Background: an optimization exercise with open tools, aiming at small area. Do not read the settings as production practice. In this exercise RTL edits were held to simulation tests only and were not proved equivalent to the original. Power is estimated from default activity; no workload was simulated.

## flow/config.mk

```make
export PLATFORM = sky130hd
export DESIGN_NAME = QuadCopter
export DESIGN_NICKNAME = QuadCopter
export VERILOG_FILES = /design/flow/design.v
export SDC_FILE = /design/flow/constraint.sdc
export NUM_CORES = 4
export LEC_CHECK = 0
export CAP_MARGIN = 20
export CORE_MARGIN = 2
export CORE_UTILIZATION = 78
export CTS_BUF_LIST = sky130_fd_sc_hd__clkbuf_8
export CTS_CLUSTER_DIAMETER = 60
export CTS_CLUSTER_SIZE = 16
export PLACE_DENSITY = 0.86
export SLEW_MARGIN = 20
```

## flow/constraint.sdc

```tcl
create_clock -name core_clock -period 10.0 [get_ports {clk}]
set_input_delay 2.0000 -clock core_clock [delete_from_list [all_inputs] [get_ports {clk}]]
set_output_delay 2.0000 -clock core_clock [all_outputs]
set_load 0.01 [all_outputs]
```

## flow/design.v

```verilog
module UART_tx (
  input logic clk,
  input logic rst_n,          
  input logic trmt,           
  input logic [7:0] tx_data,  
  output logic tx_done,       
  output logic TX             
);
	logic [11:0] baud_cnt;
	logic [3:0] bit_cnt;
	logic trans, shift, init;
	wire [11:0] baud_inc;
	wire [3:0] bit_inc;
	rca #(12) iBI(.a(baud_cnt), .b(12'h000), .ci(trans && bit_cnt != 4'd10), .s(baud_inc), .co());
	rca #(4) iCI(.a(bit_cnt), .b(4'h0), .ci(shift), .s(bit_inc), .co());
	assign init = ~trans & trmt;
	assign shift = (baud_cnt == 12'hA2C);
	always_ff @(posedge clk, negedge rst_n)
		if (!rst_n)
			trans <= 1'b0;
		else if (init)
			trans <= 1'b1;
		else if (bit_cnt == 4'd10)
			trans <= 1'b0;
	always_ff @(posedge clk) begin
		if (init || shift)
			baud_cnt <= 12'h000;
		else
			baud_cnt <= baud_inc;
	end
	always_ff @(posedge clk) begin
		if (init)
			bit_cnt <= 4'h0;
		else
			bit_cnt <= bit_inc;
	end
	always_comb begin
		TX = 1'b1;
		if (trans)
			case (bit_cnt)
				4'd0: TX = 1'b0;
				4'd1: TX = tx_data[0];
				4'd2: TX = tx_data[1];
				4'd3: TX = tx_data[2];
				4'd4: TX = tx_data[3];
				4'd5: TX = tx_data[4];
				4'd6: TX = tx_data[5];
				4'd7: TX = tx_data[6];
				4'd8: TX = tx_data[7];
				default: TX = 1'b1;
			endcase
	end
	assign tx_done = 1'b0;
endmodule
module UART_rcv (
  input logic clk,
  input logic rst_n,    
  input logic RX,       
  input logic clr_rdy,  
  output logic rdy,     
  output logic [7:0] rx_data  
);
	logic init, receiving, shift, set_rdy;
	logic [8:0] rx_shift_reg;
	logic [11:0] baud_cnt;
	logic [3:0] bit_cnt;
	logic RX_q1, RX_q2;
	logic rec;
	wire [11:0] baud_dec;
	wire [3:0] bit_inc;
	rca #(12) iBD(.a(baud_cnt), .b({12{receiving}}), .ci(1'b0), .s(baud_dec), .co());
	rca #(4) iCI(.a(bit_cnt), .b(4'h0), .ci(shift), .s(bit_inc), .co());
	assign init = ~rec & ~RX_q2;
	assign set_rdy = rec & (bit_cnt == 4'd10);
	assign receiving = rec & (bit_cnt != 4'd10);
	always_ff @(posedge clk, negedge rst_n)
		if (!rst_n)
			rec <= 1'b0;
		else if (init)
			rec <= 1'b1;
		else if (set_rdy)
			rec <= 1'b0;
	always_ff @(posedge clk, negedge rst_n) begin
		if (!rst_n) begin
			RX_q1 <= 1'b1;
			RX_q2 <= 1'b1;
		end else begin
			RX_q1 <= RX;
			RX_q2 <= RX_q1;
		end
	end
	always_ff @(posedge clk)
		if (shift)
			rx_shift_reg <= {RX_q2, rx_shift_reg[8:1]};
	assign rx_data = rx_shift_reg[7:0];
	always_ff @(posedge clk) begin
		if (init)
			baud_cnt <= 12'h516;
		else if (shift)
			baud_cnt <= 12'hA2C;
		else
			baud_cnt <= baud_dec;
	end
	assign shift = ~|baud_cnt;
	always_ff @(posedge clk) begin
		if (init)
			bit_cnt <= 4'h0;
		else
			bit_cnt <= bit_inc;
	end
	always_ff @(posedge clk, negedge rst_n)
		if (!rst_n)
			rdy <= 1'b0;
		else if (set_rdy)
			rdy <= 1'b1;
		else if (init | clr_rdy)
			rdy <= 1'b0;
endmodule
module UART(
  input wire clk,rst_n,
  input wire RX,trmt,
  input wire clr_rx_rdy,
  input wire [7:0] tx_data,
  output wire TX,rx_rdy,tx_done,
  output wire [7:0] rx_data
);
  UART_tx iTX(.clk(clk), .rst_n(rst_n), .TX(TX), .trmt(trmt),
          .tx_data(tx_data), .tx_done(tx_done));
  UART_rcv iRX(.clk(clk), .rst_n(rst_n), .RX(RX), .rdy(rx_rdy),
              .clr_rdy(clr_rx_rdy), .rx_data(rx_data));
endmodule
`default_nettype none
module UART_comm (
  input wire logic clk, rst_n,   
  input wire logic RX,           
  input wire logic send_resp,    
  input wire logic [7:0] resp,   
  input wire logic clr_cmd_rdy,  
  output wire logic TX,         
  output wire logic resp_sent,  
  output reg cmd_rdy,           
  output reg [2:0] op,          
  output wire [15:0] data       
);
  wire [7:0] rx_data;
  wire rx_rdy;
  reg [7:0] data_hi;
  reg [1:0] state;
  UART iUART(.clk(clk), .rst_n(rst_n), .RX(RX), .TX(TX), .tx_data(resp), .trmt(send_resp),
            .tx_done(resp_sent), .rx_data(rx_data), .rx_rdy(rx_rdy), .clr_rx_rdy(rx_rdy));
  wire capture_high = rx_rdy & ~state[0] & ~state[1];
  wire capture_mid  = rx_rdy & state[0];
  wire set_cmd_rdy  = rx_rdy & state[1];
  always_ff @(posedge clk)
    if (capture_high)
      case (rx_data)
        8'h02: op <= 3'd1;
        8'h03: op <= 3'd2;
        8'h04: op <= 3'd3;
        8'h05: op <= 3'd4;
        8'h06: op <= 3'd5;
        8'h07: op <= 3'd6;
        default: op <= 3'd0;
      endcase
  always_ff @(posedge clk)
    if (capture_mid)
      data_hi <= rx_data;
  assign data = {data_hi, rx_data};
  always_ff @(posedge clk, negedge rst_n) begin
    if (!rst_n)
      cmd_rdy <= 1'b0;
    else if (clr_cmd_rdy | capture_high)
      cmd_rdy <= 1'b0;
    else if (set_cmd_rdy)
      cmd_rdy <= 1'b1;
  end
  always_ff @(posedge clk, negedge rst_n) begin
    if (!rst_n)
      state <= 2'd0;
    else if (rx_rdy)
      state <= {state[0], ~state[0] & ~state[1]};
  end
endmodule
module cmd_cfg
#(parameter FAST_SIM = 1)
(
  input wire clk, rst_n,
  input wire cmd_rdy,
  input wire [2:0] op,
  input wire [15:0] data,
  input wire cal_done,
  input wire init,         
  output wire clr_cmd_rdy,
  output wire [7:0] resp,
  output wire send_resp,
  output reg [15:0] nd_ptch, nd_roll, nd_yaw,    
  output reg [8:0] thrst,
  output wire strt_cal,
  output wire inertial_cal,
  output reg motors_off
);
  localparam INTERP = 2'd0, WAIT_MTR_RAMP = 2'd1, WAIT_CAL_DONE = 2'd2, RESP = 2'd3;
  reg [1:0] state;
  reg [8:0] tmr;
  wire [8:0] tmr_inc;
  rca #(9) iTI(.a(tmr), .b(9'h000), .ci(1'b1), .s(tmr_inc), .co());
  wire go = (state == INTERP) & cmd_rdy;
  wire emer = go & (op == 3'd6);
  wire cal = go & (op == 3'd5);
  wire tmr_full = &tmr;
  assign clr_cmd_rdy = go;
  assign resp = 8'hA5;
  assign send_resp = (state == RESP);
  assign strt_cal = (state == WAIT_MTR_RAMP) & tmr_full;
  assign inertial_cal = (state == WAIT_MTR_RAMP) | ((state == WAIT_CAL_DONE) & ~cal_done) | cal;
  always_ff @(posedge clk)
    if (init | emer)
      nd_ptch <= 16'hFFFF;
    else if (go & (op == 3'd1))
      nd_ptch <= ~data;
  always_ff @(posedge clk)
    if (init | emer)
      nd_roll <= 16'hFFFF;
    else if (go & (op == 3'd2))
      nd_roll <= ~data;
  always_ff @(posedge clk)
    if (init | emer)
      nd_yaw <= 16'hFFFF;
    else if (go & (op == 3'd3))
      nd_yaw <= ~data;
  always_ff @(posedge clk)
    if (init | emer)
      thrst <= 9'h000;
    else if (go & (op == 3'd4))
      thrst <= data[8:0];
  always_ff @(posedge clk)
    if (cal)
      tmr <= 9'h000;
    else
      tmr <= tmr_inc;
  always_ff @(posedge clk, negedge rst_n)
    if (!rst_n)
      motors_off <= 1'b1;
    else if (go & (op == 3'd0))
      motors_off <= 1'b1;
    else if (inertial_cal)
      motors_off <= 1'b0;
  always_ff @(posedge clk, negedge rst_n)
    if (!rst_n)
      state <= INTERP;
    else case (state)
      INTERP: if (cmd_rdy) state <= (op == 3'd5) ? WAIT_MTR_RAMP : RESP;
      WAIT_MTR_RAMP: if (tmr_full) state <= WAIT_CAL_DONE;
      WAIT_CAL_DONE: if (cal_done) state <= RESP;
      default: state <= INTERP;
    endcase
endmodule
module ESC_interface_pipeline (
  input wire clk,
  input wire rst_n,
  input wire pre_wrt,       
  input wire wrt_ff,        
  input wire [12:0] kq,
  input wire en,            
  input wire m_const,       
  input wire [10:0] SPEED,
  output reg PWM
);
  reg [10:0] spd;
  reg z2, zero;    
  always_ff @(posedge clk)
    if (pre_wrt)
      spd <= SPEED;
  always_ff @(posedge clk) begin
    z2 <= m_const | (en & (kq == {2'b00, spd}));
    zero <= z2;
  end
  always_ff @(posedge clk, negedge rst_n) begin
    if (!rst_n)
      PWM <= 1'b0;
    else if (zero)
      PWM <= 1'b0;
    else if (wrt_ff)
      PWM <= 1'b1;
  end
endmodule
module ESCs (
  input wire clk, rst_n,
  input wire [10:0] frnt_spd,
  input wire [10:0] bck_spd,
  input wire [10:0] lft_spd,
  input wire [10:0] rght_spd,
  input wire motors_off,
  input wire inertial_cal,
  input wire pre_wrt,
  input wire wrt,
  output wire frnt,
  output wire bck,
  output wire lft,
  output wire rght,
  output wire kmatch
);
  reg wrt_ff;
  reg [12:0] kq;
  reg [1:0] kr;
  reg mo, ic, nl;
  always_ff @(posedge clk, negedge rst_n)
    if (!rst_n)
      wrt_ff <= 1'b0;
    else
      wrt_ff <= wrt;
  always_ff @(posedge clk)
    if (wrt) begin
      mo <= motors_off;
      ic <= inertial_cal;
    end
  always_ff @(posedge clk, negedge rst_n)
    if (!rst_n)
      nl <= 1'b1;
    else if (wrt)
      nl <= 1'b0;
  wire [12:0] kq_inc;
  rca #(13) iKI(.a(kq), .b(13'h0000), .ci(kr == 2'd2), .s(kq_inc), .co());
  wire kr0 = (kr == 2'd0);
  assign kmatch = (kr == 2'd1) && (kq == 13'd3378);
  always_ff @(posedge clk, negedge rst_n)
    if (!rst_n) begin
      kq <= 13'd3378;
      kr <= 2'd2;
    end else if (wrt_ff) begin
      kq <= 13'd3378;
      kr <= 2'd2;
    end else begin
      kq <= (kr0 && kq == 13'd5461) ? 13'd0 : kq_inc;
      kr <= (kr == 2'd2 || (kr0 && kq == 13'd5461)) ? 2'd0 : kr + 2'd1;
    end
  wire m_const = kr0 & ~wrt & ~wrt_ff & (nl ? (kq == 13'd3378) : mo ? (kq == 13'd0) : ic & (kq == 13'h290));
  ESC_interface_pipeline frntESC(.clk(clk), .rst_n(rst_n), .pre_wrt(pre_wrt), .wrt_ff(wrt_ff), .kq(kq),
              .en(kr0 & ~wrt & ~wrt_ff & ~nl & ~mo & ~ic), .m_const(m_const), .SPEED(frnt_spd), .PWM(frnt));
  ESC_interface_pipeline bckESC(.clk(clk), .rst_n(rst_n), .pre_wrt(pre_wrt), .wrt_ff(wrt_ff), .kq(kq),
              .en(kr0 & ~wrt & ~wrt_ff & ~nl & ~mo & ~ic), .m_const(m_const), .SPEED(bck_spd), .PWM(bck));
  ESC_interface_pipeline lftESC(.clk(clk), .rst_n(rst_n), .pre_wrt(wrt), .wrt_ff(wrt_ff), .kq(kq),
              .en(kr0 & ~wrt & ~wrt_ff & ~nl & ~mo & ~ic), .m_const(m_const), .SPEED(lft_spd), .PWM(lft));
  ESC_interface_pipeline rghtESC(.clk(clk), .rst_n(rst_n), .pre_wrt(wrt), .wrt_ff(wrt_ff), .kq(kq),
              .en(kr0 & ~wrt & ~wrt_ff & ~nl & ~mo & ~ic), .m_const(m_const), .SPEED(rght_spd), .PWM(rght));
endmodule
module PD_math_pipeline (
  input wire clk,
  input wire init,            
  input wire hold,            
  input wire hold_d,          
  input wire wr,              
  input wire [15:0] ndesired,   
  input wire [15:0] actual,
  output reg [9:0] err_sat_ff,
  output reg [6:0] D_diff_sat_ff
);
  wire [16:0] err;
  rca #(17) iE(.a({actual[15],actual}), .b({ndesired[15],ndesired}), .ci(1'b1), .s(err), .co());
  wire [9:0] err_sat = (err[16]) ?
            ((&err[15:9] == 0) ? 10'h200 : err[9:0]) :
            ((|err[15:9]) ? 10'h1ff : err[9:0]);
  reg [109:0] ring;
  reg [9:0] nprev11;
  always_ff @(posedge clk)
    if (!hold)
      err_sat_ff <= err_sat;
  always_ff @(posedge clk)
    ring <= {init ? 10'h3FF : wr ? ~err_sat_ff : ring[9:0], ring[109:10]};
  always_ff @(posedge clk)
    if (init)
      nprev11 <= 10'h3FF;
    else if (wr)
      nprev11 <= ring[9:0];
  wire [9:0] D_diff;
  rca #(10) iD(.a(err_sat_ff), .b(nprev11), .ci(1'b1), .s(D_diff), .co());
  wire [6:0] D_diff_sat = (D_diff[9]) ?
              ((&D_diff[8:6] == 0) ? 7'h40 : D_diff[6:0]) :
              ((|D_diff[8:6]) ? 7'h3f : D_diff[6:0]);
  always_ff @(posedge clk)
    if (!hold_d)
      D_diff_sat_ff <= D_diff_sat;
endmodule
`default_nettype none
module flght_cntrl_pipeline(
  input wire clk,
  input wire rst_n,
  input wire init,
  input wire vld,
  input wire pre_vld,
  input wire inertial_cal,
  input wire [15:0] nd_ptch, nd_roll, nd_yaw,        
  input wire signed [15:0] ptch, roll, yaw,
  input wire [8:0] thrst,
  output wire [10:0] frnt_spd,
  output wire [10:0] bck_spd,
  output wire [10:0] lft_spd,
  output wire [10:0] rght_spd
);
  localparam MIN_RUN_SPEED = 13'h2C0;
  reg [3:0] rot, oldest;
  reg pend;
  wire wr = pend & (rot == oldest);
  wire [3:0] rot_inc, oldest_inc;
  rca #(4) iRI(.a(rot), .b(4'h0), .ci(1'b1), .s(rot_inc), .co());
  rca #(4) iOI(.a(oldest), .b(4'h0), .ci(wr), .s(oldest_inc), .co());
  always_ff @(posedge clk)
    rot <= (init | (rot[3] & rot[1])) ? 4'd0 : rot_inc;
  always_ff @(posedge clk)
    if (init)
      oldest <= 4'd0;
    else
      oldest <= (wr & oldest[3] & oldest[1]) ? 4'd0 : oldest_inc;
  always_ff @(posedge clk)
    if (init)
      pend <= 1'b0;
    else if (vld)
      pend <= 1'b1;
    else if (wr)
      pend <= 1'b0;
  wire [9:0] e_p, e_r, e_y;
  wire [6:0] d_p, d_r, d_y;
  wire hold = pend | pre_vld;
  PD_math_pipeline iPTCH(.clk(clk),.init(init),.hold(hold),.hold_d(pre_vld),.wr(wr),.ndesired(nd_ptch),.actual(ptch),.err_sat_ff(e_p),.D_diff_sat_ff(d_p));
  PD_math_pipeline iROLL(.clk(clk),.init(init),.hold(hold),.hold_d(pre_vld),.wr(wr),.ndesired(nd_roll),.actual(roll),.err_sat_ff(e_r),.D_diff_sat_ff(d_r));
  PD_math_pipeline iYAW(.clk(clk),.init(init),.hold(hold),.hold_d(pre_vld),.wr(wr),.ndesired(nd_yaw),.actual(yaw),.err_sat_ff(e_y),.D_diff_sat_ff(d_y));
  reg [8:0] thrst_h;
  always_ff @(posedge clk)
    if (pre_vld)
      thrst_h <= thrst;
  wire sel_r = ~pre_vld;
  wire [9:0] e_s = sel_r ? e_r : e_p;
  wire [6:0] d_s = sel_r ? d_r : d_p;
  wire [8:0] th = sel_r ? thrst_h : thrst;
  wire [9:0] pt_s, pt_y;
  wire [11:0] dt_s, dt_y;
  wire [11:0] d12_s = {{5{d_s[6]}}, d_s};
  wire [11:0] d12_y = {{5{d_y[6]}}, d_y};
  rca #(10) iPS(.a({e_s[9], e_s[9:1]}), .b({{3{e_s[9]}}, e_s[9:3]}), .ci(1'b0), .s(pt_s), .co());
  rca #(10) iPY(.a({e_y[9], e_y[9:1]}), .b({{3{e_y[9]}}, e_y[9:3]}), .ci(1'b0), .s(pt_y), .co());
  rca #(12) iDS(.a({d12_s[8:0], 3'b000}), .b(~d12_s), .ci(1'b1), .s(dt_s), .co());
  rca #(12) iDY(.a({d12_y[8:0], 3'b000}), .b(~d12_y), .ci(1'b1), .s(dt_y), .co());
  wire [12:0] ts, ty, base, bxy, s1, s2;
  rca #(13) iTS(.a({{3{pt_s[9]}},pt_s}), .b({dt_s[11],dt_s}), .ci(1'b0), .s(ts), .co());
  rca #(13) iTY(.a({{3{pt_y[9]}},pt_y}), .b({dt_y[11],dt_y}), .ci(1'b0), .s(ty), .co());
  rca #(13) iBA(.a(MIN_RUN_SPEED), .b({4'b0000,th}), .ci(1'b0), .s(base), .co());
  rca #(13) iBX(.a(base), .b(ty ^ {13{~sel_r}}), .ci(~sel_r), .s(bxy), .co());
  rca #(13) iS1(.a(bxy), .b(~ts), .ci(1'b1), .s(s1), .co());
  rca #(13) iS2(.a(bxy), .b(ts), .ci(1'b0), .s(s2), .co());
  assign frnt_spd = (|s1[12:11]) ? 11'h7ff : s1[10:0];
  assign bck_spd = (|s2[12:11]) ? 11'h7ff : s2[10:0];
  assign lft_spd = frnt_spd;
  assign rght_spd = bck_spd;
endmodule
`default_nettype none
module SPI_mnrch (
  input wire logic clk,     
  input wire logic rst_n,   
  output      logic SS_n,  
  output      logic SCLK,  
  output      logic MOSI,  
  input  wire logic MISO,  
  input  wire logic wrt,  
  input  wire logic [15:0] wt_data,  
  output      reg done,  
  output      logic set_done,  
  output      logic [15:0] rd_data  
);
  logic [4:0] bit_cntr;
  logic init, ld_SCLK, shft, done16;
  logic [3:0] SCLK_div;
  logic [15:0] shft_reg;
  typedef enum reg[1:0] {IDLE, TRANS, TEARDOWN} state_t;
  state_t state, nxt_state;
  wire [4:0] bit_inc;
  wire [3:0] div_inc;
  rca #(5) iBI(.a(bit_cntr), .b(5'h00), .ci(shft), .s(bit_inc), .co());
  rca #(4) iDI(.a(SCLK_div), .b(4'h0), .ci(1'b1), .s(div_inc), .co());
  always_ff @(posedge clk) begin
    if (init) begin
      bit_cntr <= 5'b00000;
    end else begin
      bit_cntr <= bit_inc;
    end
  end
  assign done16 = (bit_cntr[4]) ? 1'b1 : 1'b0;
  always_ff @(posedge clk, negedge rst_n) begin
    if (!rst_n) begin
      SCLK_div <= 4'b1011;
    end else if (ld_SCLK) begin
      SCLK_div <= 4'b1011;
    end else begin
      SCLK_div <= div_inc;
    end
  end
  assign SCLK = SCLK_div[3];
  assign shft = (SCLK_div == 4'h9) ? 1'b1 : 1'b0;
  always_ff @(posedge clk) begin
    if (init) begin
      shft_reg <= wt_data;
    end else if (shft) begin
      shft_reg <= {shft_reg[14:0], MISO};
    end
  end
  assign MOSI = shft_reg[15];
  assign rd_data = shft_reg;
  always_ff @(posedge clk, negedge rst_n) begin
    if (!rst_n)
      state <= IDLE;
    else
      state <= nxt_state;
  end
  always_comb begin
    init = 1'b0;
    set_done = 1'b0;
    SS_n = 1'b0;
    ld_SCLK = 1'b0;
    nxt_state = state;
    case(state)
      TRANS: if (done16) begin
          nxt_state = TEARDOWN;
        end else begin
          nxt_state = TRANS;
        end
      TEARDOWN: if (&SCLK_div[3:1]) begin
          nxt_state = IDLE;
          SS_n = 1'b1;
          set_done = 1'b1;
        end else begin
          nxt_state = TEARDOWN;
        end
      default: begin
        SS_n = 1'b1;
        ld_SCLK = 1'b1;
        if (wrt) begin
          init = 1'b1;
          nxt_state = TRANS;
        end else begin
          nxt_state = IDLE;
        end
        end
    endcase
  end
  always_ff @(posedge clk, negedge rst_n) begin
    if (!rst_n) begin
      done <= 1'b0;
    end else if (init) begin
      done <= 1'b0;
    end else if (set_done) begin
      done <= 1'b1;
    end
  end
endmodule
module inertial_integrator(clk,rst_n,init,strt_cal,cal_done,vld,ptch_rt,roll_rt,yaw_rt,
                           acc_byte,axl,axh,ayl,ptch,roll,yaw);
parameter FAST_SIM = 1;
input wire clk, rst_n;
input wire init;                  
input wire strt_cal;
input wire vld;                   
input wire [15:0] ptch_rt, roll_rt, yaw_rt;
input wire [7:0] acc_byte;        
input wire axl, axh, ayl;         
output wire cal_done;
output wire signed [15:0] ptch, roll, yaw;
  localparam IDLE = 2'd0, CALIBRATING = 2'd1, RUNNING = 2'd2;
  reg [1:0] state;
  reg [3:0] smpl_cntr;
  reg v1, v2, v3, c2, c3;
  reg gp, gr;
  reg [11:0] ptch_h, roll_h;        
  reg [19:0] ax_acc, ay_acc;
  reg [3:0] avg_cntr;
  reg [4:0] mcnt;
  wire [26:0] ptch_int, roll_int, yaw_int;
  wire calibrating = (state == CALIBRATING);
  wire running = state[1];
  assign cal_done = calibrating & (smpl_cntr == 4'd8);
  wire clr = (strt_cal & (state == IDLE)) | cal_done;
  always_ff @(posedge clk, negedge rst_n)
    if (!rst_n)
      state <= IDLE;
    else if (strt_cal & ~calibrating)
      state <= CALIBRATING;
    else if (cal_done)
      state <= RUNNING;
  wire [3:0] smpl_inc;
  rca #(4) iSI(.a(smpl_cntr), .b(4'h0), .ci(calibrating & vld), .s(smpl_inc), .co());
  always_ff @(posedge clk)
    if (strt_cal & ~calibrating)
      smpl_cntr <= 4'd0;
    else
      smpl_cntr <= smpl_inc;
  wire [14:0] dp, dr;
  rca #(15) iCP(.a({ptch_int[26],ptch_int[26:13]}), .b({{3{ptch_h[11]}},ptch_h}), .ci(1'b0), .s(dp), .co());
  rca #(15) iCR(.a({roll_int[26],roll_int[26:13]}), .b({{3{roll_h[11]}},roll_h}), .ci(1'b0), .s(dr), .co());
  always_ff @(posedge clk) begin
    v1 <= vld;
    v2 <= v1;
    c2 <= v1 & running;
    gp <= dp[14];
    gr <= dr[14];
    v3 <= v2 & ~clr;
    c3 <= c2;
  end
  integ_axis #(1) iP(.clk(clk), .init(init), .clr(clr), .v1(v1), .v2(v2), .v3(v3),
                     .fus_en(c2), .gt(gp), .comp_en(c3), .rt(ptch_rt), .cal_done(cal_done), .int_q(ptch_int));
  integ_axis #(1) iR(.clk(clk), .init(init), .clr(clr), .v1(v1), .v2(v2), .v3(v3),
                     .fus_en(c2), .gt(gr), .comp_en(c3), .rt(roll_rt), .cal_done(cal_done), .int_q(roll_int));
  integ_axis #(0) iY(.clk(clk), .init(init), .clr(clr), .v1(v1), .v2(v2), .v3(v3),
                     .fus_en(1'b0), .gt(1'b0), .comp_en(c3), .rt(yaw_rt), .cal_done(cal_done), .int_q(yaw_int));
  wire c15 = &avg_cntr;
  wire cap = (avg_cntr == 4'd0);
  wire [3:0] avg_inc;
  rca #(4) iAI(.a(avg_cntr), .b(4'h0), .ci(vld), .s(avg_inc), .co());
  always_ff @(posedge clk)
    if (init)
      avg_cntr <= 4'd0;
    else
      avg_cntr <= avg_inc;
  wire add_x = (axl | axh) & ~c15;
  wire add_y = (ayl | vld) & ~c15;
  wire lo_byte = axl | ayl;
  wire [19:0] acc_add = {{4{acc_byte[7] & ~lo_byte}}, lo_byte ? 8'h00 : acc_byte, lo_byte ? acc_byte : 8'h00};
  wire [19:0] ax_sum, ay_sum;
  rca #(20) iAX(.a(ax_acc), .b(add_x ? acc_add : 20'd0), .ci(1'b0), .s(ax_sum), .co());
  rca #(20) iAY(.a(ay_acc), .b(add_y ? acc_add : 20'd0), .ci(1'b0), .s(ay_sum), .co());
  wire mbusy = (mcnt != 5'd0);
  wire mlast = (mcnt == 5'd16);
  wire [4:0] mcnt_inc;
  rca #(5) iMI(.a(mcnt), .b(5'h00), .ci(mbusy), .s(mcnt_inc), .co());
  always_ff @(posedge clk)
    if (init | mlast)
      mcnt <= 5'd0;
    else if (v2 & cap)
      mcnt <= 5'd1;
    else
      mcnt <= mcnt_inc;
  always_ff @(posedge clk)
    if (init | mlast)
      ax_acc <= 20'd0;
    else if (mbusy)
      ax_acc <= {1'b0, ax_acc[19:5], 4'h0};
    else
      ax_acc <= ax_sum;
  always_ff @(posedge clk)
    if (init | mlast)
      ay_acc <= 20'd0;
    else if (mbusy)
      ay_acc <= {1'b0, ay_acc[19:5], 4'h0};
    else
      ay_acc <= ay_sum;
  wire mshift = mbusy & ~mcnt[4] & ~(mcnt[3] & mcnt[2] & mcnt[1]);    
  wire mfirst = (mcnt == 5'd1);
  wire [11:0] mp = (mcnt == 5'd15) ? 12'hD72 : (mcnt == 5'd16) ? 12'h51C : 12'hEB9;
  wire [11:0] mr = (mcnt == 5'd15) ? 12'h28E : (mcnt == 5'd16) ? 12'hAE4 : 12'h147;
  wire [11:0] hp_in = mfirst ? 12'd0 : ptch_h;
  wire [11:0] hr_in = mfirst ? 12'd0 : roll_h;
  wire [11:0] hp_sum, hr_sum;
  rca #(12) iGP(.a(hp_in), .b(ay_acc[4] ? mp : 12'd0), .ci(mshift), .s(hp_sum), .co());
  rca #(12) iGR(.a(hr_in), .b(ax_acc[4] ? mr : 12'd0), .ci(mshift), .s(hr_sum), .co());
  always_ff @(posedge clk)
    if (init) begin
      ptch_h <= 12'd0;
      roll_h <= 12'd0;
    end else if (mbusy) begin
      ptch_h <= mshift ? {hp_sum[11], hp_sum[11:1]} : hp_sum;
      roll_h <= mshift ? {hr_sum[11], hr_sum[11:1]} : hr_sum;
    end
  assign ptch = {{2{ptch_int[26]}},ptch_int[26:13]};
  assign roll = {{2{roll_int[26]}},roll_int[26:13]};
  assign yaw = {{2{yaw_int[26]}},yaw_int[26:13]};
endmodule
module integ_axis #(parameter FUSION = 1) (
  input wire clk,
  input wire init,
  input wire clr,
  input wire v1, v2, v3,
  input wire fus_en,         
  input wire gt,             
  input wire comp_en,        
  input wire [15:0] rt,
  input wire cal_done,
  output reg [26:0] int_q
);
  reg [15:0] off;
  reg cy, hs;
  wire [15:0] off_m = comp_en ? ~off : 16'hFFFF;
  wire [15:0] comp;
  rca #(16) iC(.a(rt), .b(off_m), .ci(1'b1), .s(comp), .co());
  wire [15:0] fus = (v2 & fus_en) ? (gt ? 16'h0800 : 16'hF800) : 16'h0000;
  wire [15:0] op = fus | (v3 ? comp : 16'h0000);
  wire [15:0] lo;
  wire [10:0] hi;
  wire lo_c;
  rca #(16) iL(.a(int_q[15:0]), .b(op), .ci(1'b0), .s(lo), .co(lo_c));
  rca #(11) iH(.a(int_q[26:16]), .b({11{hs}}), .ci(cy), .s(hi), .co());
  wire clear = init | (clr & ~(FUSION & v1));
  always_ff @(posedge clk)
    if (clear)
      int_q <= 27'd0;
    else
      int_q <= {hi, lo};
  always_ff @(posedge clk) begin
    cy <= lo_c & ~clear;
    hs <= op[15] & ~clear;
  end
  always_ff @(posedge clk)
    if (cal_done)
      off <= int_q[18:3];
endmodule
module inert_intf
#(parameter FAST_SIM = 1)
(
  input wire clk, rst_n,
  input wire MISO,
  input wire INT,
  input wire strt_cal,
  input wire kmatch,      
  output wire signed [15:0] ptch,roll,yaw,
  output wire cal_done,
  output wire vld,
  output wire pre_vld,                      
  output wire init,                         
  output wire SS_n,SCLK,MOSI
);
  logic INT_1, INT_2;
  logic done, set_done;
  logic [1:0] nmatch;
  reg [15:0] ptch_reg, roll_reg, yaw_reg;
  logic wrt;
  logic [15:0] cmd, inert_data;
  localparam [3:0] INIT1 = 4'd0, INIT2 = 4'd1, INIT3 = 4'd2, INIT4 = 4'd3, WAIT_DATA = 4'd4,
                   PTCH_L = 4'd5, PTCH_H = 4'd6, ROLL_L = 4'd7, ROLL_H = 4'd8, YAW_L = 4'd9,
                   YAW_H = 4'd10, AX_L = 4'd11, AX_H = 4'd12, AY_L = 4'd13, AY_H = 4'd14;
  reg [3:0] state;
  SPI_mnrch iSPI(.clk(clk),.rst_n(rst_n),.SS_n(SS_n),.SCLK(SCLK),.MISO(MISO),.MOSI(MOSI),
                 .wrt(wrt),.done(done),.set_done(set_done),.rd_data(inert_data),.wt_data(cmd));
  inertial_integrator #(FAST_SIM) iINT(.clk(clk), .rst_n(rst_n), .init(init), .strt_cal(strt_cal),
                       .cal_done(cal_done), .vld(vld), .ptch_rt(ptch_reg), .roll_rt(roll_reg),
                       .yaw_rt(yaw_reg), .acc_byte(inert_data[7:0]),
                       .axl(state == AX_L && done), .axh(state == AX_H && done),
                       .ayl(state == AY_L && done),
                       .ptch(ptch), .roll(roll), .yaw(yaw));
  assign init = (state == INIT1);
  assign vld = (state == AY_H) && done;
  assign pre_vld = (state == AY_H) && set_done;
  always_ff @(posedge clk, negedge rst_n) begin
    if (!rst_n) begin
      INT_1 <= 1'b0;
      INT_2 <= 1'b0;
    end else begin
      INT_1 <= INT;
      INT_2 <= INT_1;
    end
  end
  wire wait_done = kmatch & (&nmatch);
  always_ff @(posedge clk, negedge rst_n)
    if (!rst_n)
      nmatch <= 2'd0;
    else if (kmatch)
      nmatch <= nmatch + 2'd1;
  wire [3:0] state_inc;
  rca #(4) iSI(.a(state), .b(4'h0), .ci(1'b1), .s(state_inc), .co());
  always_ff @(posedge clk) begin
    if (done) begin
      if (state == PTCH_L) ptch_reg[7:0] <= inert_data[7:0];
      if (state == PTCH_H) ptch_reg[15:8] <= inert_data[7:0];
      if (state == ROLL_L) roll_reg[7:0] <= inert_data[7:0];
      if (state == ROLL_H) roll_reg[15:8] <= inert_data[7:0];
      if (state == YAW_L) yaw_reg[7:0] <= inert_data[7:0];
      if (state == YAW_H) yaw_reg[15:8] <= inert_data[7:0];
    end
  end
  always_comb begin
    case (state)
      INIT1: cmd = 16'h0D02;
      INIT2: cmd = 16'h1062;
      INIT3: cmd = 16'h1162;
      INIT4: cmd = 16'h1460;
      WAIT_DATA: cmd = 16'hA200;
      PTCH_L: cmd = 16'hA300;
      PTCH_H: cmd = 16'hA400;
      ROLL_L: cmd = 16'hA500;
      ROLL_H: cmd = 16'hA600;
      YAW_L: cmd = 16'hA700;
      YAW_H: cmd = 16'hA800;
      AX_L: cmd = 16'hA900;
      AX_H: cmd = 16'hAA00;
      AY_L: cmd = 16'hAB00;
      default: cmd = 16'h0000;
    endcase
  end
  assign wrt = (state == INIT1) ? wait_done :
               (state == WAIT_DATA) ? INT_2 :
               (state == AY_H) ? 1'b0 : done;
  always_ff @(posedge clk, negedge rst_n)
    if (!rst_n)
      state <= INIT1;
    else case (state)
      INIT1: if (wait_done) state <= INIT2;
      WAIT_DATA: if (INT_2) state <= PTCH_L;
      AY_H: if (done) state <= WAIT_DATA;
      default: if (done) state <= state_inc;
    endcase
endmodule
module reset_synch (
  input logic RST_n,  
  input logic clk,    
  output reg rst_n    
);
	logic q1;
	always_ff @(negedge clk, negedge RST_n) begin
		if (!RST_n) begin
			q1 <= 1'b0;
			rst_n <= 1'b0;
		end else begin
			q1 <= 1'b1;
			rst_n <= q1;
		end
	end
endmodule
`default_nettype none
module QuadCopter(
  input wire clk,    
  input wire RST_n,  
  input wire RX,     
  input wire MISO,   
  input wire INT,    
  output wire SS_n,  
  output wire SCLK,  
  output wire MOSI,  
  output wire TX,    
  output wire FRNT,  
  output wire BCK,   
  output wire LFT,   
  output wire RGHT   
);
  wire cmd_rdy;
  wire [2:0] op;
  wire [15:0] data;
  wire clr_cmd_rdy;
  wire [7:0] resp;
  wire send_resp;
  wire vld, pre_vld;
  wire init;
  wire kmatch;
  wire signed [15:0] ptch, roll, yaw;
  wire [15:0] nd_ptch, nd_roll, nd_yaw;
  wire [8:0] thrst;
  wire rst_n;
  wire strt_cal;
  wire inertial_cal;
  wire motors_off;
  wire cal_done;
  wire [10:0] frnt_spd, bck_spd, lft_spd, rght_spd;
  localparam FAST_SIM = 1;
  UART_comm iCOMM(
    .clk(clk), .rst_n(rst_n),
    .RX(RX), .TX(TX),
    .resp(resp), .send_resp(send_resp), .resp_sent(),
    .cmd_rdy(cmd_rdy), .op(op), .data(data), .clr_cmd_rdy(clr_cmd_rdy)
  );
  cmd_cfg #(FAST_SIM) iCMD(
    .clk(clk), .rst_n(rst_n),
    .cmd_rdy(cmd_rdy), .op(op), .data(data), .clr_cmd_rdy(clr_cmd_rdy),
    .resp(resp), .send_resp(send_resp),
    .nd_ptch(nd_ptch), .nd_roll(nd_roll), .nd_yaw(nd_yaw), .thrst(thrst),
    .strt_cal(strt_cal), .inertial_cal(inertial_cal), .motors_off(motors_off),
    .cal_done(cal_done), .init(init)
  );
  inert_intf #(FAST_SIM) iNEMO(
    .clk(clk), .rst_n(rst_n),
    .ptch(ptch), .roll(roll), .yaw(yaw),
    .strt_cal(strt_cal), .kmatch(kmatch), .cal_done(cal_done), .vld(vld), .pre_vld(pre_vld), .init(init),
    .SS_n(SS_n), .SCLK(SCLK), .MOSI(MOSI), .MISO(MISO), .INT(INT)
  );
  flght_cntrl_pipeline ifly(
    .clk(clk), .rst_n(rst_n), .init(init),
    .vld(vld), .pre_vld(pre_vld),
    .nd_ptch(nd_ptch), .nd_roll(nd_roll), .nd_yaw(nd_yaw),
    .ptch(ptch), .roll(roll), .yaw(yaw),
    .thrst(thrst), .inertial_cal(inertial_cal),
    .frnt_spd(frnt_spd), .bck_spd(bck_spd), .lft_spd(lft_spd), .rght_spd(rght_spd)
  );
  ESCs iESC (
    .clk(clk), .rst_n(rst_n),
    .frnt_spd(frnt_spd), .bck_spd(bck_spd), .lft_spd(lft_spd), .rght_spd(rght_spd),
    .pre_wrt(pre_vld), .wrt(vld), .motors_off(motors_off), .inertial_cal(inertial_cal),
    .frnt(FRNT), .bck(BCK), .lft(LFT), .rght(RGHT), .kmatch(kmatch)
  );
  reset_synch iRST (.clk(clk), .RST_n(RST_n), .rst_n(rst_n));
endmodule
module rca #(parameter N = 8) (
  input wire [N-1:0] a,
  input wire [N-1:0] b,
  input wire ci,
  output wire [N-1:0] s,
  output wire co
);
  wire [N:0] c;
  assign c[0] = ci;
  genvar i;
  generate for (i = 0; i < N; i = i + 1) begin : bit_
    assign s[i] = a[i] ^ b[i] ^ c[i];
    assign c[i+1] = (a[i] & b[i]) | (c[i] & (a[i] ^ b[i]));
  end endgenerate
  assign co = c[N];
endmodule
```

## flow/run.sh

```bash
#!/bin/bash
# synth_recipe.tcl (not shown) runs the flow's synth.tcl, then flattens the netlist and writes it again
# the make line also repeats each setting of config.mk as NAME=value (left out here)
make -C /OpenROAD-flow-scripts/flow DESIGN_CONFIG=/design/flow/config.mk WORK_HOME=/design/flow/orfs CLKGATE_MAP_FILE= SYNTH_SCRIPT=/design/flow/synth_recipe.tcl finish
```

==> run summary <==
- Status: finished clean
- Setup CP Type: register to register
- Post-synth top area share: 33.7%
- Most frequent CP cell: fa_1
- Largest regs: ifly.iPTCH.ring (110), ifly.iROLL.ring (110), ifly.iYAW.ring (110)
- Root Buffer: clkbuf_8
- Core Area: 0.0499 mm^2
- Routed length per instance: 20.4 um
- CTS Buffer Depth: 3
- Seq/Total Area, Yosys: 54.5%
- Crit start category: register
- Synth-to-Final Area Change: 5.07%
- First-pass GRT wire length: 129 mm
- Post-CTS Resized: 0
- CTS tree: yes
- Busiest metal layer after global routing: met2
- Max Cap Viol: 0
- Synth Register Bits: 940
- ANT nets after route: 0
- Dpl cell area: 0.0399 mm^2
- Yosys cell types: 74
- Drt first pass iters: 7
- Initial antenna violation count: 1
- Layout Cells excl Fill: 3862
- Largest net degree at the start of global routing: 68
- Cell taking the most area after synthesis: dfxtp_1
- Critical-path top delay cell: dfrtp_1
- Slew HR: 27.9%
- Gr ovfl total: 0
- Final worst-path cycle share: 93.5%
- Setup_tns: 0 ps
- Final setup fails: 0
- Crit end category: register
- DP Cell Count: 3740
- Die boundary width: 228 um
- Hold buffer count at CTS: 0
- Worst Path Arrival: 9930 ps
- Unrepaired setup endpoints after global routing: no
- Post-synthesis cell count: 3156
- Ys flop type: dfxtp_1
- Starting Density: 78.7%
- Met2 global-route usage: 53.9%
- Cell area after synthesis: 0.0392 mm^2
- Critical-path maximum fanout: 8
- Worst setup margin: 648 ps
- N_diodes: 0
- Tmin final: 9350 ps
- Ys async rst share: 5.43%
- DRC viols: 0
- Via density: 5.97
- RD Place Congestion: 0.923
- Die area: 0.0521 mm^2
- Chip Height: 228 um
- Clk pin slew, worst setup/hold paths: 90 ps
- Leakage: 17.6 nW
- Post-layout util: 82.6%
- # nets final: 3616
- Worst Hold Class: register to register
- Rows: 82
- Vias in the first global route: 24700
- Final Skew: 88.0 ps
- Cell Pwr Density: 144 mW/mm^2
- Tot GR Track Use: 31.6%
- Post-route cell area: 0.0412 mm^2
- Fmax: 107 MHz
- Crit path largest cell delay: 460 ps
- Post-CTS Setup Bufs: 0
- Critical path data required time: 10580 ps
- Final WL: 78.8 mm
- Num CTS Buffers: 71
- Pwr Total: 5.95 mW
- Final hold viol count: 0
- Max VDD drop: 0.126 mV
- Layout cells sized above 1: 5.05%
- Sink Count: 940
- Syn Area/Cell: 12.4 um^2
- Met3 usage: 5.13%
- Detailed placement HPWL: 56.9 mm
- Clock latency (worst-skew pair): 700 ps
- Max-slew violation count: 0
- Met1 usage: 41.3%
- H-tree depth: 3
- Top post-synthesis cells by area: dfxtp_1, edfxtp_1, fa_1
- Port Buf Inserts: 12
- Io pins: 13
- Worst-margin pin slew: 1070 ps
- Vias: 23100
- Drt first-iter violations: 1894
- Dpl ws: 680 ps
- Synth Net Count: 3630
- Number of synthesized flops with an enable pin: 229
- Synth warn: 14
- Min Hold Slack: 300 ps
==> final cells by class <==
cell class	count	area, um^2
clock buffer	72	991
clock inverter	49	272
fill	2637	8650
inverter	345	1300
multi-input combinational	1750	16100
sequential	940	21400
tap	672	841
timing repair buffer	34	309
==> per-layer routing <==
metal / vias up / routed length (um)
li1: 10300 / -
met1: 11500 / 30400
met2: 967 / 39900
met3: 240 / 5600
met4: 0 / 2920
met5: - / 0
==> cell families after synthesis <==
logic type	Yosys count	share of synthesized area (%)
adders and majority gates	469	21.4
and+or+nand+nor	753	9.73
muxes	56	1.57
xor gates and xnor gates	103	2.41
other	1	0.00956
AOI/OAI and AO/OA	368	5.88
buffers and inverters	466	4.53
DFF	940	54.5
==> cell usage in the layout (no fill, tap or decap), drive strengths merged, types with 6 or more instances in the layout <==
cell type | Yosys | layout
nand4 | 15 | 15
mux2i | 31 | 31
nand2b | 19 | 19
xor2 | 67 | 67
a31oi | 11 | 11
nor4 | 17 | 17
dfrtp | 35 | 35
inv | 345 | 388
and2 | 137 | 137
fa | 334 | 334
and4 | 6 | 6
or3b | 12 | 12
nand3 | 80 | 80
nor2b | 24 | 24
clkdlybuf4s50 | 0 | 12
nor3 | 17 | 17
a21o | 20 | 20
o211ai | 93 | 93
xnor2 | 33 | 33
mux2 | 25 | 25
dfxtp | 660 | 660
ha | 135 | 135
nor3b | 6 | 6
nor2 | 136 | 136
clkbuf | 103 | 72
o21ai | 93 | 93
buf | 18 | 22
a21oi | 106 | 106
nand2 | 230 | 230
edfxtp | 229 | 229
dfstp | 14 | 14
and3 | 18 | 18
==> critical path, delay by kind of cell (launching register included) <==
kind,cells,cell delay (ps)
fa+ha+maj,20,7450
flops,1,460
buf+inv,5,410
simple gates,3,400
xor+xnor,2,330
compound gates,1,190
==> cell usage after synthesis, types with 6 or more instances <==
cell and number:
inv_1 341, nand4_1 15, or3b_1 12, clkbuf_1 103, and3_1 18, nand2_1 230
nand2b_1 19, o21ai_1 7, a21o_1 20, nor2_1 136, dfrtp_1 35, mux2i_1 31
edfxtp_1 229, dfstp_2 14, ha_1 135, and4_1 6, nor3_1 17, buf_1 12
nand3_1 80, and2_1 137, a31oi_1 11, nor2b_1 24, mux2_2 11, dfxtp_1 660
a21oi_1 106, nor4_1 17, fa_1 334, xnor2_1 33, o211ai_1 93, nor3b_1 6
mux2_1 8, mux2_4 6, o21ai_0 86, xor2_1 67
==> report_power, final <==
part	total, mW	internal [mW]	switching (mW)
logic	0.105	0.0533	0.0518
clock network	1.92	0.718	1.20
registers	3.92	3.90	0.0228
==> path summary, 6_finish.rpt <==
path,slack [ps],to,startpoint,depth (start not counted)
max in group asynchronous,3420,iRST.q1$_DFF_NN0_,RST_n,1
worst min register to register,300,iRST.rst_n$_DFF_NN0_,iRST.q1$_DFF_NN0_,0
min in group asynchronous,5230,iNEMO.nmatch[1]$_DFFE_PN0P_,iRST.rst_n$_DFF_NN0_,0
worst max register to register,650,iNEMO.iINT.ax_acc[19]$_SDFF_PP0_,iNEMO.state[1]$_DFFE_PN0P_,31
worst max-delay path,650,iNEMO.iINT.ax_acc[19]$_SDFF_PP0_,iNEMO.state[1]$_DFFE_PN0P_,31
worst min-delay path,300,iRST.rst_n$_DFF_NN0_,iRST.q1$_DFF_NN0_,0
